Source: an optimization exercise on an open RTL-to-GDS flow (aim: small area, a short achievable clock period and few clock cycles). Production flows keep margins and buffers that such runs may drop. At most, simulation tests tie the RTL to the original design; equivalence was not proved. Power figures rest on the tool's default switching activity, not on a simulated workload.

// medianFilter
module medianFilter(
	output	[7:0]		out,
	output 	[18:0]	out_address,
	output				out_valid,
	output	[18:0]	address_a,
	output	[18:0]	address_b,
	input		[7:0]		q_a,
	input		[7:0]		q_b,
	input					clk,
	input 				rst
);
wire	[2:0]	ph;
wire			border;
wire	[17:0]	rd_pair;
CU cu(
	.clk				(clk),
	.rst				(rst),
	.ph				(ph),
	.rd_pair			(rd_pair),
	.border			(border),
	.out_address	(out_address),
	.out_valid		(out_valid)
);
assign address_a = {rd_pair, 1'b0};
assign address_b = {rd_pair, 1'b1};
DU du(
	.clk				(clk),
	.ph				(ph),
	.border			(border),
	.q_a				(q_a),
	.q_b				(q_b),
	.out				(out)
);
endmodule
For scale: roughly 1,000 cells after synthesis, about 220 flip-flops, about 84 I/O pins, about 10,000 um2 of cells after synthesis.
==> flow/config.mk <==
export PLATFORM = sky130hd
export DESIGN_NAME = medianFilter
export DESIGN_NICKNAME = medianFilter
export VERILOG_FILES = /design/flow/design.v
export SDC_FILE = /design/flow/constraint.sdc
export NUM_CORES = 4
export LEC_CHECK = 0
export CAP_MARGIN = 20
export CORE_MARGIN = 2
export CORE_UTILIZATION = 70
export CTS_BUF_LIST = sky130_fd_sc_hd__clkbuf_16
export CTS_CLUSTER_DIAMETER = 100
export CTS_CLUSTER_SIZE = 30
export PLACE_DENSITY = 0.8
export SETUP_SLACK_MARGIN = 4.6
export SLEW_MARGIN = 20
==> flow/constraint.sdc <==
create_clock -name core_clock -period 7.0 [get_ports {clk}]
set_input_delay 1.4000 -clock core_clock [delete_from_list [all_inputs] [get_ports {clk}]]
set_output_delay 1.4000 -clock core_clock [all_outputs]
set_load 0.01 [all_outputs]
run.sh (not shown) runs the stock make flow with config.mk's settings and CLKGATE_MAP_FILE= SYNTH_SCRIPT=/design/flow/synth_recipe.tcl, a recipe that flattens the netlist after the stock synthesis.
The starting point completed with no timing, DRC or antenna violations.
Testbench counts at the start, summed over its fixed seeds: cycles 1,843,232.
Rerun with:
- CORE_UTILIZATION: 70 -> 60
- CTS_BUF_LIST: sky130_fd_sc_hd__clkbuf_16 -> sky130_fd_sc_hd__clkbuf_8
- CTS_CLUSTER_DIAMETER: 100 -> 80
- CTS_CLUSTER_SIZE: 30 -> 20
- PLACE_DENSITY: 0.8 -> 0.75
=> Wire length is lower by a few percent; worst setup slack gets worse by 0.038 ns; final area increases slightly; clock-buffer cell count grows by 5; power shrinks by a few percent; final cell count is higher by a few percent; synthesized area stays the same; register-to-register slack improved by 0.19 ns; hold slack got worse by 0.014 ns; sequential power hardly moves.
Rerun with:
- CORE_UTILIZATION: 60 -> 50
- CTS_BUF_LIST: sky130_fd_sc_hd__clkbuf_8 -> sky130_fd_sc_hd__clkbuf_16
- CTS_CLUSTER_DIAMETER: 80 -> 100
- CTS_CLUSTER_SIZE: 20 -> 30
- PLACE_DENSITY: 0.75 -> 0.7
=> Routed wire length is lower by 1.8%. Cell area decreases by 0.78%. Synthesized area stays the same. Power goes up by 1.4%. Register-to-register slack is about the same. Clock-buffer cell count fell by 5.
Rerun with:
- CORE_UTILIZATION: 50 -> 60
- PLACE_DENSITY: 0.7 -> 0.75
=> Final cell count fell by 3.2%. Final area falls by 1.1%. Combinational power hardly moves. Sequential share of layout area rises by 0.47 points. Synthesized area is unchanged.

---

medianFilter, a different RTL version from the one above (not shown whole).
Size: about 940 cells after synthesis, about 220 flip-flops, ~84 I/O pins.
export LEC_CHECK = 0
export CAP_MARGIN = 20
export CORE_MARGIN = 2
export CORE_UTILIZATION = 60
export CTS_BUF_LIST = sky130_fd_sc_hd__clkbuf_16
export CTS_CLUSTER_DIAMETER = 100
export CTS_CLUSTER_SIZE = 30
export PLACE_DENSITY = 0.75
export SETUP_SLACK_MARGIN = 4.7
export SLEW_MARGIN = 20
create_clock -name core_clock -period 7.0 [get_ports {clk}]
The starting point completed with no timing, DRC or antenna violations.
Then changed:
--- a/flow/config.mk
+++ b/flow/config.mk
@@ -15 +15 @@
-export SETUP_SLACK_MARGIN = 4.7
+export SETUP_SLACK_MARGIN = 4.5
Outcome:
- setup slack loses 0.076 ns
- critical path depth decreases by 1
- die area stays the same
- core utilization decreases by 2.9 points
- via count goes down slightly
No functional check of the RTL was part of any run of this note.

---

medianFilter with an RTL version that a note above also has.
Size: about 1000 cells after synthesis, ~220 flip-flops, about 84 I/O pins, ~0.010 mm2 of cells after synthesis.
// medianFilter
module medianFilter(
	output	[7:0]		out,
	output 	[18:0]	out_address,
	output				out_valid,
	output	[18:0]	address_a,
	output	[18:0]	address_b,
	input		[7:0]		q_a,
	input		[7:0]		q_b,
	input					clk,
	input 				rst
);
export LEC_CHECK = 0
export CAP_MARGIN = 20
export CORE_MARGIN = 2
export CORE_UTILIZATION = 60
export CTS_BUF_LIST = sky130_fd_sc_hd__clkbuf_16
export CTS_CLUSTER_DIAMETER = 100
export CTS_CLUSTER_SIZE = 30
export PLACE_DENSITY = 0.75
export SETUP_SLACK_MARGIN = 4.5
export SLEW_MARGIN = 20
create_clock -name core_clock -period 7.0 [get_ports {clk}]
Testbench counts at the start, summed over its fixed seeds: cycles 1,843,232.
Change:
--- a/flow/config.mk
+++ b/flow/config.mk
@@ -15 +15 @@
-export SETUP_SLACK_MARGIN = 4.5
+export SETUP_SLACK_MARGIN = 4.7
Result: Count of clock-buffer cells in the layout stays the same; die area is unchanged; final area is higher by 5.2%.
Change:
--- a/flow/config.mk
+++ b/flow/config.mk
@@ -15 +15 @@
-export SETUP_SLACK_MARGIN = 4.7
+export SETUP_SLACK_MARGIN = 4.3
Clock-buffer cell count does not change.
Setup slack got worse by 0.21 ns.
Total power went down by 4.9%.
Routed wire length falls by 11%.
Die area does not change.
First-iteration DRC count went down by 0.56%.
Final area went down by 8.5%.
Fmax is lower by 7.8%.

---

Another version of the RTL of medianFilter (not shown whole).
Size: ~220 flip-flops, ~84 I/O pins, roughly 11000 um^2 of cells after synthesis.
Design medianFilter, start of the top module:
module medianFilter(
	output	[7:0]		out,
	output 	[18:0]	out_address,
	output				out_valid,
	output	[18:0]	address_a,
	output	[18:0]	address_b,
	input		[7:0]		q_a,
	input		[7:0]		q_b,
	input					clk,
	input 				rst
);
==> flow/config.mk <==
export PLATFORM = sky130hd
export DESIGN_NAME = medianFilter
export DESIGN_NICKNAME = medianFilter
export VERILOG_FILES = /design/flow/design.v
export SDC_FILE = /design/flow/constraint.sdc
export NUM_CORES = 4
export LEC_CHECK = 0
export ABC_AREA = 1
export CAP_MARGIN = 20
export CORE_MARGIN = 2
export CORE_UTILIZATION = 60
export CTS_BUF_LIST = sky130_fd_sc_hd__clkbuf_16
export CTS_CLUSTER_DIAMETER = 100
export CTS_CLUSTER_SIZE = 30
export PLACE_DENSITY = 0.75
export SETUP_SLACK_MARGIN = 4.5
export SLEW_MARGIN = 20
==> flow/constraint.sdc <==
create_clock -name core_clock -period 7.0 [get_ports {clk}]
set_input_delay 1.4000 -clock core_clock [delete_from_list [all_inputs] [get_ports {clk}]]
set_output_delay 1.4000 -clock core_clock [all_outputs]
set_load 0.01 [all_outputs]
The first run passed the timing, DRC and antenna checks.
Edit:
ABC_AREA = unset   (was 1)
After rerunning:
- clock skew went down by 6.9 ps
- cell area went down by a few percent
- setup slack improved by 200 ps
- routed wire length went down by a little under a tenth
- hold slack hardly moves
- via count went down by roughly a tenth
- non-clock buffer count went down by 18
- clock-buffer cell count went down by 2
- first-iteration DRC count went down by a little under a tenth
- flip-flop and latch count is unchanged
- sequential power stays flat
No functional check of the RTL was part of any run of this note.

---

== v6 ==
Another version of the RTL of medianFilter (not shown whole).
For scale: about 1000 cells after synthesis.
Settings: LEC_CHECK=0, CAP_MARGIN=20, CORE_MARGIN=2, CORE_UTILIZATION=70, CTS_BUF_LIST=sky130_fd_sc_hd__clkbuf_16, CTS_CLUSTER_DIAMETER=100, CTS_CLUSTER_SIZE=30, PLACE_DENSITY=0.85, SETUP_SLACK_MARGIN=4.5, SLEW_MARGIN=20; clock period 7.0 ns.
What v7 does differently from v6 at the input level:
- swapping 70 for 60 in CORE_UTILIZATION
- swapping 0.85 for 0.75 in PLACE_DENSITY
--- outcome ---
- In the flow results for v6 and v7, the routing usage on met3 is smaller on v7.
- Between v6 and v7, the cell count went up.
- Comparing v6 against v7, there is no change at all in final antenna-violating net count.
- [compare] base=v6 new=v7: worst voltage drop across the vdd grid lost 20%, net switching power of the design went down, first-pass GRT wire length went down by 11%, final cycle utilization of the critical path went up by 0.56 points, met1 layer usage reported by global route shrank by 10 points.
- Summary — peak per-stage delay on the critical path, v7 relative to v6: lower, by 0.04 ns.
No functional check of the RTL was part of any run of this note.

---

medianFilter, a different RTL version from the one above (not shown whole).
Size: about 1100 cells after synthesis, about 84 I/O pins, roughly 11000 um2 of cells after synthesis.
## medianFilter
module medianFilter(
	output	[7:0]		out,
	output 	[18:0]	out_address,
	output				out_valid,
	output	[18:0]	address_a,
	output	[18:0]	address_b,
	input		[7:0]		q_a,
	input		[7:0]		q_b,
	input					clk,
	input 				rst
);
==> flow/config.mk <==
export PLATFORM = sky130hd
export DESIGN_NAME = medianFilter
export DESIGN_NICKNAME = medianFilter
export VERILOG_FILES = /design/flow/design.v
export SDC_FILE = /design/flow/constraint.sdc
export NUM_CORES = 4
export LEC_CHECK = 0
export CAP_MARGIN = 20
export CORE_MARGIN = 2
export CORE_UTILIZATION = 40
export PLACE_DENSITY = 0.6
export SETUP_SLACK_MARGIN = 5.0
export SLEW_MARGIN = 20
==> flow/constraint.sdc <==
create_clock -name core_clock -period 7.0 [get_ports {clk}]
set_input_delay 1.4000 -clock core_clock [delete_from_list [all_inputs] [get_ports {clk}]]
set_output_delay 1.4000 -clock core_clock [all_outputs]
set_load 0.01 [all_outputs]
Then changed:
Settings changed: SETUP_SLACK_MARGIN 5.0 to default.
Effect: The new run finished clean; sequential power is about the same; routed wire length is lower by about a fifth; utilization is lower by 9.9 points; non-clock buffer count is lower by 157; critical path depth is lower by 2; sequential cell count does not change; global-route usage is lower by 2.2 points.
Then changed:
Settings changed: SETUP_SLACK_MARGIN from default to 4.0.
Result: Clock skew barely changes. Core utilization increases by 2.1 points. Final area grows by 4.6%. Total power grows by about 0.54%.
No run of this note included a check of the RTL's function; only the layout flow was run.

---

Setup of alpha:
The RTL this note starts from:
==> flow/design.v <==
module ge8(input [7:0] a, b, output y);
wire [7:0] g0 = a & ~b, l0 = ~a & b;
wire [3:0] g1, l1;
wire [1:0] g2, l2;
genvar i;
generate for (i = 0; i < 4; i = i + 1) begin : m1
	assign g1[i] = g0[2*i+1] | ~l0[2*i+1] & g0[2*i];
	assign l1[i] = l0[2*i+1] | ~g0[2*i+1] & l0[2*i];
end endgenerate
generate for (i = 0; i < 2; i = i + 1) begin : m2
	assign g2[i] = g1[2*i+1] | ~l1[2*i+1] & g1[2*i];
	assign l2[i] = l1[2*i+1] | ~g1[2*i+1] & l1[2*i];
end endgenerate
assign y = ~(l2[1] | ~g2[1] & l2[0]);
endmodule
module comparator_9(
	input	[7:0]	l_lo, l_md, l_hi,
	input	[7:0]	c_lo, c_md, c_hi,
	input	[7:0]	r_lo, r_md, r_hi,
	input			lc_lo, lc_md, lc_hi,
	output			cr_lo, cr_md, cr_hi,
	output	[7:0]	x, y, z
);
wire lr_lo, lr_md, lr_hi;
ge8 g0(.a(c_lo), .b(r_lo), .y(cr_lo));
ge8 g1(.a(c_md), .b(r_md), .y(cr_md));
ge8 g2(.a(c_hi), .b(r_hi), .y(cr_hi));
ge8 g3(.a(l_lo), .b(r_lo), .y(lr_lo));
ge8 g4(.a(l_md), .b(r_md), .y(lr_md));
ge8 g5(.a(l_hi), .b(r_hi), .y(lr_hi));
assign x = (lc_lo & lr_lo) ? l_lo : (!lc_lo & cr_lo) ? c_lo : r_lo;
assign y = (lc_md ^ lr_md) ? l_md : (lc_md ^ cr_md) ? r_md : c_md;
assign z = (!lc_hi & !lr_hi) ? l_hi : (lc_hi & !cr_hi) ? c_hi : r_hi;
endmodule
module med3(input [7:0] a, b, c, output [7:0] y);
wire ab, ac, bc;
ge8 g0(.a(a), .b(b), .y(ab));
ge8 g1(.a(a), .b(c), .y(ac));
ge8 g2(.a(b), .b(c), .y(bc));
assign y = (ab ^ ac) ? a : (ab ^ bc) ? c : b;
endmodule
module sort3(
	input	[7:0]	a, m, b,
	input			am, ab, mb,
	output	[7:0]	lo, md, hi,
	output			m_lo, m_hi
);
assign hi = (am & ab) ? a : (!am & mb) ? m : b;
assign lo = (!am & !ab) ? a : (am & !mb) ? m : b;
assign md = (am ^ ab) ? a : (am ^ mb) ? b : m;
assign m_hi = !am & mb;
assign m_lo = am & !mb;
endmodule
module CU(
	input						clk,
	input						rst,
	output reg	[2:0]		ph,			 
	output reg	[17:0]	rd_pair,		 
	output reg				border,		 
	output reg	[18:0]	out_address,
	output reg				out_valid
);
localparam NPAIR = 153600;            
localparam RD_START = 18'd261904;     
localparam RD_LAST  = 18'd153839;     
reg	[1:0]	warm;                       
reg	[3:0]	m15;                        
wire [17:0] opair = out_address[18:1];
wire row_first = ~|opair[17:8] & ~&opair[7:4] & ~(opair[7:4] == 4'hE & &opair[3:0]);
wire row_last = (opair[17:8] == 10'h257) & (|opair[7:4] | &opair[3:0]);
wire row_border = row_first | row_last;
wire rd_wrap = &(rd_pair | ~RD_LAST);
wire op_wrap = &(opair | ~(NPAIR - 1));
reg first;
always @(posedge clk or negedge rst) begin
	if (!rst) begin
		first <= 1'b1;
		ph <= 3'b001;
		warm <= 2'd0;
		m15 <= 4'd0;
		out_valid <= 1'b0;
	end else begin
		first <= 1'b0;
		ph <= {ph[1:0], ph[2]};
		if (ph[2] && warm != 2'd3) warm <= warm + 2'd1;
		if (ph[1] && warm == 2'd3 && &opair[3:0])
			m15 <= (m15 == 4'd14) ? 4'd0 : m15 + 4'd1;
		out_valid <= (ph[1] && warm[1]) || (ph[0] && warm == 2'd3);
	end
end
always @(posedge clk) begin
	if (first)
		rd_pair <= 18'd0;
	else if (ph[2])
		rd_pair <= rd_wrap ? RD_START : rd_pair - 18'd479;
	else
		rd_pair <= rd_pair + 18'd240;
	if (first)
		out_address[18:1] <= 18'd0;
	else if (ph[1] && warm == 2'd3)
		out_address[18:1] <= op_wrap ? 18'd0 : opair + 18'd1;
	out_address[0] <= (ph[0]);
	border <= row_border || (m15 == 4'd14 && opair[3:1] == 3'b111 && (opair[0] == ph[2]));
end
endmodule
module DU(
	input						clk,
	input			[2:0]		ph,			 
	input						border,
	input			[7:0]		q_a,
	input			[7:0]		q_b,
	output reg	[7:0]		out
);
reg [7:0] rb, b1, b2;
reg [7:0] st, sm, sb;
wire p1 = ph[1];         
wire p2 = ph[2];         
wire shift = !ph[0];     
reg s_am, s_ab, s_mb;
wire [7:0] st_n = p1 ? b2 : sm;
wire [7:0] sm_n = p1 ? b1 : sb;
wire [7:0] sb_n = p1 ? rb : q_a;    
wire am_n, ab_n, mb_n;
ge8 c0(.a(st_n), .b(sm_n), .y(am_n));
ge8 c1(.a(st_n), .b(sb_n), .y(ab_n));
ge8 c2(.a(sm_n), .b(sb_n), .y(mb_n));
always @(posedge clk) begin
	rb <= q_b; b1 <= rb; b2 <= b1;
	st <= st_n;
	sm <= sm_n;
	sb <= q_a;
	s_am <= am_n;
	s_ab <= ab_n;
	s_mb <= mb_n;
end
wire [7:0] s_b = p2 ? b1 : sb;
wire [7:0] s_lo, s_md, s_hi;
wire       s_tlo, s_thi;
sort3 srt(.a(st), .m(sm), .b(s_b), .am(s_am), .ab(s_ab), .mb(s_mb), .lo(s_lo), .md(s_md), .hi(s_hi), .m_lo(s_tlo), .m_hi(s_thi));
reg [7:0] l_lo, l_md, l_hi;
reg       lc_lo, lc_md, lc_hi;    
wire      cr_lo, cr_md, cr_hi;    
reg [7:0] c_lo, c_md, c_hi;
reg       c_tlo, c_thi;
reg [7:0] r_lo, r_md, r_hi;
reg       r_tlo, r_thi;
always @(posedge clk) begin
	l_lo <= c_lo; l_md <= c_md; l_hi <= c_hi;
	lc_lo <= cr_lo; lc_md <= cr_md; lc_hi <= cr_hi;
	if (shift) begin
		c_lo <= r_lo; c_md <= r_md; c_hi <= r_hi; c_tlo <= r_tlo; c_thi <= r_thi;
		r_lo <= s_lo; r_md <= s_md; r_hi <= s_hi; r_tlo <= s_tlo; r_thi <= s_thi;
	end
end
wire [7:0] c_mid = c_tlo ? c_lo : c_thi ? c_hi : c_md;
wire [7:0] mx_lo, md_md, mn_hi;
comparator_9 cmp(
	.l_lo(l_lo), .l_md(l_md), .l_hi(l_hi),
	.c_lo(c_lo), .c_md(c_md), .c_hi(c_hi),
	.r_lo(r_lo), .r_md(r_md), .r_hi(r_hi),
	.lc_lo(lc_lo), .lc_md(lc_md), .lc_hi(lc_hi),
	.cr_lo(cr_lo), .cr_md(cr_md), .cr_hi(cr_hi),
	.x(mx_lo), .y(md_md), .z(mn_hi)
);
reg [7:0] x, y, z;
always @(posedge clk) begin
	x <= border ? c_mid : mx_lo;
	y <= border ? c_mid : md_md;
	z <= border ? c_mid : mn_hi;
end
wire [7:0] med;
med3 m3(.a(x), .b(y), .c(z), .y(med));
always @(posedge clk) out <= med;
endmodule
module medianFilter(
	output	[7:0]		out,
	output 	[18:0]	out_address,
	output				out_valid,
	output	[18:0]	address_a,
	output	[18:0]	address_b,
	input		[7:0]		q_a,
	input		[7:0]		q_b,
	input					clk,
	input 				rst
);
wire	[2:0]	ph;
wire			border;
wire	[17:0]	rd_pair;
CU cu(
	.clk				(clk),
	.rst				(rst),
	.ph				(ph),
	.rd_pair			(rd_pair),
	.border			(border),
	.out_address	(out_address),
	.out_valid		(out_valid)
);
assign address_a = {rd_pair, 1'b0};
assign address_b = {rd_pair, 1'b1};
DU du(
	.clk				(clk),
	.ph				(ph),
	.border			(border),
	.q_a				(q_a),
	.q_b				(q_b),
	.out				(out)
);
endmodule
clock: 7.0 ns
lec_check: 0
cap_margin: 20
core_margin: 2
core_utilization: 60
cts_buf_list: sky130_fd_sc_hd__clkbuf_16
cts_cluster_diameter: 100
cts_cluster_size: 30
place_density: 0.75
setup_slack_margin: 4.6
slew_margin: 20
synth_hierarchical: 1
Input changes introduced in beta (baseline for comparison: alpha):
Settings: a deleted SYNTH_HIERARCHICAL that had been 1.
## What came out
Overall via count from detail_route: beta lower than alpha. beta vs. alpha: fraction of synthesized cell area in xor and xnor cells moved up; worst hold-check slack now larger. beta has power in combinational cells below what alpha had. On fmax, beta does worse than alpha. Synthesized area in beta vs alpha: down about 14%. The total power in beta was lower than what alpha gave.
No run of this note included a check of the RTL's function; only the layout flow was run.

[static timing again, ports no longer ideal]
In the flow no input, the clock included, has a driving cell. The finished layouts below were timed again as built, in two steps.
Step 1 (the two cells are an assumption about what drives the block):
set clk [get_ports {clk}]
set_driving_cell -lib_cell sky130_fd_sc_hd__clkbuf_16 $clk
set_driving_cell -lib_cell sky130_fd_sc_hd__buf_2 [delete_from_list [all_inputs] $clk]
Step 2, shift: input delay + t, output delay - t, t = (earliest + latest rising clock arrival at the registers) / 2. This alone moves slack from input paths to output paths.
Three values: no drivers, after step 1, after step 2; two values: the first two.
run	t, ns	setup slack, ns	worst setup path at the end	worst register clock-pin slew, ns
the first run of note 1	0.502	4.501 / 4.501 / 4.007	input to register	0.11 / 0.11
the second run of note 1	0.563	4.464 / 4.426 / 3.952	input to register	0.12 / 0.12
the third run of note 1	0.509	4.537 / 4.509 / 4.039	input to register	0.11 / 0.11
the fourth run of note 1	0.499	4.532 / 4.519 / 4.045	input to register	0.11 / 0.11
the first run of note 2	0.504	3.590 / 3.590 / 3.590	register to register	0.11 / 0.11
the second run of note 2	0.503	3.515 / 3.515 / 3.515	register to register	0.12 / 0.12
the first run of note 3	0.498	4.471 / 4.485 / 3.997	input to register	0.11 / 0.11
the second run of note 3	0.497	4.542 / 4.502 / 4.057	input to register	0.12 / 0.12
the third run of note 3	0.498	4.335 / 4.354 / 3.856	input to register	0.12 / 0.12
the first run of note 4	0.512	4.191 / 4.191 / 4.191	register to register	0.12 / 0.12
the second run of note 4	0.502	4.391 / 4.347 / 4.537	register to register	0.11 / 0.11
v6	0.506	4.404 / 4.363 / 3.988	input to register	0.12 / 0.12
v7	0.506	4.364 / 4.319 / 3.969	input to register	0.11 / 0.11
the first run of note 6	0.579	4.090 / 4.090 / 4.090	register to register	0.06 / 0.06
the second run of note 6	0.564	3.482 / 3.482 / 3.482	register to register	0.06 / 0.06
the third run of note 6	0.565	4.007 / 3.998 / 4.007	register to register	0.07 / 0.07
alpha	0.500	4.538 / 4.494 / 4.164	input to register	0.11 / 0.11
beta	0.504	4.091 / 4.055 / 3.580	input to register	0.11 / 0.11
After both steps every run listed still meets setup and hold. The setup slack of the second run of note 1, which loses most, moves by -0.038 ns with the drivers and by -0.512 ns with both steps.
